From an optimization exercise on the open Yosys and OpenROAD flow, aimed at small area, a short achievable clock period and few clock cycles per item; shortcuts taken in it are not production practice.
Where RTL was checked, it was by simulation tests only, not by an equivalence proof against the original.
Power is estimated from default activity; no workload was simulated.

Setup of JK:
## rank_order
module rank_order(
	input iClk,
	input iRst_n,
	input iValid,
	output oReady,
	input [3:0] iOrder,
	input [7:0] iNum1, iNum2, iNum3,
	input [7:0] iNum4, iNum5, iNum6,
	input [7:0] iNum7, iNum8, iNum9,
	output reg [7:0] oValue,
	output reg oValid
);
Size: ~950 cells after synthesis, about 140 flip-flops, ~89 I/O pins, about 7800 um^2 of cells after synthesis.
export LEC_CHECK = 0
export CAP_MARGIN = 20
export CORE_MARGIN = 2
export CORE_UTILIZATION = 40
export CTS_BUF_LIST = sky130_fd_sc_hd__clkbuf_4 sky130_fd_sc_hd__clkbuf_8
export SETUP_SLACK_MARGIN = 2.4
export SLEW_MARGIN = 20
create_clock -name core_clock -period 5.0 [get_ports {iClk}]
standard.sh (not shown) runs the stock make flow with config.mk's settings and CLKGATE_MAP_FILE= SYNTH_SCRIPT=/design/flow/synth_recipe.tcl, a recipe that flattens the netlist after the stock synthesis.
==> flow/flow/run.sh <==
#!/bin/bash
# Standard ORFS layout (the standard.sh) with three changes:
#  - synthesis is the standard flow's own script, except that the final ABC mapping uses
#    flow/abc_delay.script (delay-targeted mapping) instead of ORFS's speed script;
#  - the port buffers are plain buf_2 cells;
#  - repair may swap cells across footprints.
set -euo pipefail
work=$(pwd)
export MY_ABC_SCRIPT=$work/flow/abc_delay.script
export FLOW_SYNTH_TCL=$work/synth_recipe.tcl
bash standard.sh "SYNTH_SCRIPT=$work/flow/synth.tcl" \
  "BUFFER_PORTS_ARGS=-buffer_cell sky130_fd_sc_hd__buf_2" MATCH_CELL_FOOTPRINT=0 \
  finish > standard.log 2>&1
==> flow/flow/abc_delay.script <==
strash
dch
map -D 1500
topo
buffer -c
upsize -c -D 1500
dnsize -c -D 1500
==> flow/flow/synth.tcl <==
# The standard flow's synthesis script, with the final ABC call pointed at our own ABC script.
proc abc {args} {
  set i [lsearch -exact $args -script]
  if {$i >= 0} { lset args [expr {$i + 1}] $::env(MY_ABC_SCRIPT) }
  yosys abc {*}$args
}
source $::env(FLOW_SYNTH_TCL)
diff inputs: JK => MS
Settings: SETUP_SLACK_MARGIN now 2.6, was 2.4.
[summary]
Taking JK as the reference, in MS setup slack after placement about even, cell count of the worst reg-to-reg path saw an increase, wire length after detailed routing higher, synthesis-to-finish area growth rose 11 points. Critical path's slowest cell: fa_2 -> MS, fa_1 -> JK.
No run of this note included a check of the RTL's function; only the layout flow was run.

---

Setup of job 891:
Another version of the RTL of rank_order (not shown whole).
Size: about 950 cells after synthesis, about 140 flip-flops, roughly 8000 sq um of cells after synthesis.
Settings: LEC_CHECK=0, CAP_MARGIN=20, CORE_MARGIN=2, CORE_UTILIZATION=40, CTS_BUF_LIST=sky130_fd_sc_hd__clkbuf_4 sky130_fd_sc_hd__clkbuf_8, SETUP_SLACK_MARGIN=2.0, SLEW_MARGIN=20; clock period 5.0 ns.
Scripts as last shown in full above: flow/flow/run.sh, flow/flow/abc_delay.script, flow/flow/synth.tcl
Testbench counts of job 891, summed over its fixed seeds: cycles 9,616, items 9,600.
--- input diff job 891..job 6673 ---
Settings: setting CTS_CLUSTER_SIZE to 30 for the first time; setting CTS_CLUSTER_DIAMETER to 60 for the first time.
[summary]
Job 6673 finished end to end and its layout was clean on timing, DRC and antenna.
The least setup slack across all paths after layout on job 891 is in line with that on job 6673.
Summary of job 6673 over job 891: first-pass detailed-route iteration total closely matched the old numbers, average detailed-routed wire length per instance closely matched the old numbers, wire length closely matched the old numbers.
Any difference in area of combinational cells with multiple inputs between job 6673 and job 891 is small enough to ignore.

---

Another version of the RTL of rank_order (not shown whole).
For scale: roughly 950 cells after synthesis, about 89 I/O pins.
==> flow/config.mk <==
export PLATFORM = sky130hd
export DESIGN_NAME = rank_order
export DESIGN_NICKNAME = rank_order
export VERILOG_FILES = /design/flow/design.v
export SDC_FILE = /design/flow/constraint.sdc
export NUM_CORES = 4
export LEC_CHECK = 0
export CAP_MARGIN = 20
export CORE_MARGIN = 2
export CORE_UTILIZATION = 40
export CTS_BUF_LIST = sky130_fd_sc_hd__clkbuf_4 sky130_fd_sc_hd__clkbuf_8
export GPL_TIMING_DRIVEN = 0
export SETUP_SLACK_MARGIN = 2.6
export SLEW_MARGIN = 20
==> flow/constraint.sdc <==
create_clock -name core_clock -period 5.0 [get_ports {iClk}]
set_input_delay 1.0000 -clock core_clock [delete_from_list [all_inputs] [get_ports {iClk}]]
set_output_delay 1.0000 -clock core_clock [all_outputs]
set_load 0.01 [all_outputs]
Scripts as last shown in full above: flow/flow/run.sh, flow/flow/abc_delay.script, flow/flow/synth.tcl
Testbench counts at the start, summed over its fixed seeds: cycles 9,616, items 9,600.
Edit:
- GPL_TIMING_DRIVEN: 0 -> unset
- SETUP_SLACK_MARGIN: 2.6 -> 2.8
The changed run went through all stages and came out clean.
Setup slack gains 28 ps.
Critical path depth drops by 1.
Wire length climbs by 4.8%.
Synthesized cell count is unchanged.
Global-route usage climbs by 0.39 points.
Die area is unchanged.
Edit:
- CORE_UTILIZATION: 40 -> 50
- SETUP_SLACK_MARGIN: 2.8 -> 2.6
Final cell count shrinks by 9.8%. Area after synthesis stays the same. Global-route usage went up by 5.9 points. Setup slack degrades by 44 ps. Critical path depth stays the same. Clock skew barely changes. Fmax drops by 1.8%.

---

RTL: one of the versions met above, not the one the previous note started from.
Size: about 880 cells after synthesis, roughly 140 flip-flops, roughly 89 I/O pins.
Design rank_order, start of the top module:
module rank_order(
	input iClk,
	input iRst_n,
	input iValid,
	output oReady,
	input [3:0] iOrder,
	input [7:0] iNum1, iNum2, iNum3,
	input [7:0] iNum4, iNum5, iNum6,
	input [7:0] iNum7, iNum8, iNum9,
	output reg [7:0] oValue,
	output reg oValid
);
==> flow/config.mk <==
export PLATFORM = sky130hd
export DESIGN_NAME = rank_order
export DESIGN_NICKNAME = rank_order
export VERILOG_FILES = /design/flow/design.v
export SDC_FILE = /design/flow/constraint.sdc
export NUM_CORES = 4
export LEC_CHECK = 0
export CAP_MARGIN = 20
export CORE_MARGIN = 2
export CORE_UTILIZATION = 40
export CTS_BUF_LIST = sky130_fd_sc_hd__clkbuf_4 sky130_fd_sc_hd__clkbuf_8
export SETUP_SLACK_MARGIN = 2.0
export SLEW_MARGIN = 20
==> flow/constraint.sdc <==
create_clock -name core_clock -period 5.0 [get_ports {iClk}]
set_input_delay 1.0000 -clock core_clock [delete_from_list [all_inputs] [get_ports {iClk}]]
set_output_delay 1.0000 -clock core_clock [all_outputs]
set_load 0.01 [all_outputs]
==> flow/flow/abc_delay.script <==
strash
dch
map -D 1500
topo
Scripts as last shown in full above: flow/flow/run.sh, flow/flow/synth.tcl
Testbench counts at the start, summed over its fixed seeds: cycles 9,616, items 9,600.
Change:
==> flow/flow/abc_delay.script (replaced) <==
strash
dch
map -D 1500
topo
buffer -c
upsize -c -D 1500
dnsize -c -D 1500
- CORE_UTILIZATION: 40 -> 55
- SETUP_SLACK_MARGIN: 2.0 -> 2.6
Count of clock-buffer cells in the layout is unchanged.
Sequential share of layout area came out lower by 4.3 points.
Sequential power hardly moves.
Register-to-register slack improved by 0.22 ns.
Wire length came out higher by 18%.
Worst setup slack improved by 0.34 ns.
Power came out higher by 14%.
Global-route usage came out higher by 12 points.
Design area came out higher by 16%.
Clock skew came out higher by 0.0034 ns.
Change:
--- a/flow/flow/run.sh
+++ b/flow/flow/run.sh
@@ -11,3 +11,3 @@
 bash standard.sh "SYNTH_SCRIPT=$work/flow/synth.tcl" \
-  "BUFFER_PORTS_ARGS=-buffer_cell sky130_fd_sc_hd__buf_2" MATCH_CELL_FOOTPRINT=0 \
+  "BUFFER_PORTS_ARGS=-buffer_cell sky130_fd_sc_hd__buf_1" MATCH_CELL_FOOTPRINT=0 \
   finish > standard.log 2>&1
- SETUP_SLACK_MARGIN: 2.6 -> 2.2
=> Cell area goes down by roughly a tenth; area after synthesis stays the same; wire length fell by roughly a tenth; die area does not change; via count fell by a few percent; global-route usage fell by 3.1 points; total power is lower by roughly a tenth; first-iteration DRC count rose slightly; utilization drops by 10 points; register-to-register slack is worse by 0.15 ns.

separate check: timing with driven ports:
Ports are ideal in the flow. The routed layouts listed here were re-timed in OpenROAD. Step 1 sets driving cells, clkbuf_16 on the clock port and buf_2 on the other inputs (assumed; they add their load-dependent delay and slew). Step 2 also shifts input and output timing later by t, the mid clock arrival at the registers, as if the neighbouring blocks saw the same clock. Slacks: no drivers / after step 1 / after step 2; pairs: no drivers / after step 1.
run	t (ns)	setup slack, ns	hold slack, ns
JK	0.496	2.397 / 2.416 / 1.920	0.410 / 0.410 / 0.410
MS	0.480	2.501 / 2.501 / 2.119	0.413 / 0.413 / 0.413
job 891	0.499	2.225 / 2.225 / 1.753	0.412 / 0.412 / 0.412
job 6673	0.499	2.225 / 2.225 / 1.753	0.412 / 0.412 / 0.412
the first run of note 3	0.492	2.528 / 2.547 / 2.057	0.409 / 0.409 / 0.409
the second run of note 3	0.481	2.556 / 2.556 / 2.138	0.398 / 0.398 / 0.398
the third run of note 3	0.477	2.513 / 2.513 / 2.139	0.413 / 0.413 / 0.413
the first run of note 4	0.502	2.149 / 2.175 / 1.672	0.407 / 0.407 / 0.407
the second run of note 4	0.512	2.491 / 2.491 / 2.081	0.419 / 0.419 / 0.419
the third run of note 4	0.498	2.204 / 2.224 / 1.726	0.410 / 0.410 / 0.410
After both steps setup and hold are still met in every run listed. For the third run of note 4, which loses most, drivers alone change the setup slack by +0.020 ns; drivers and shift together by -0.478 ns.
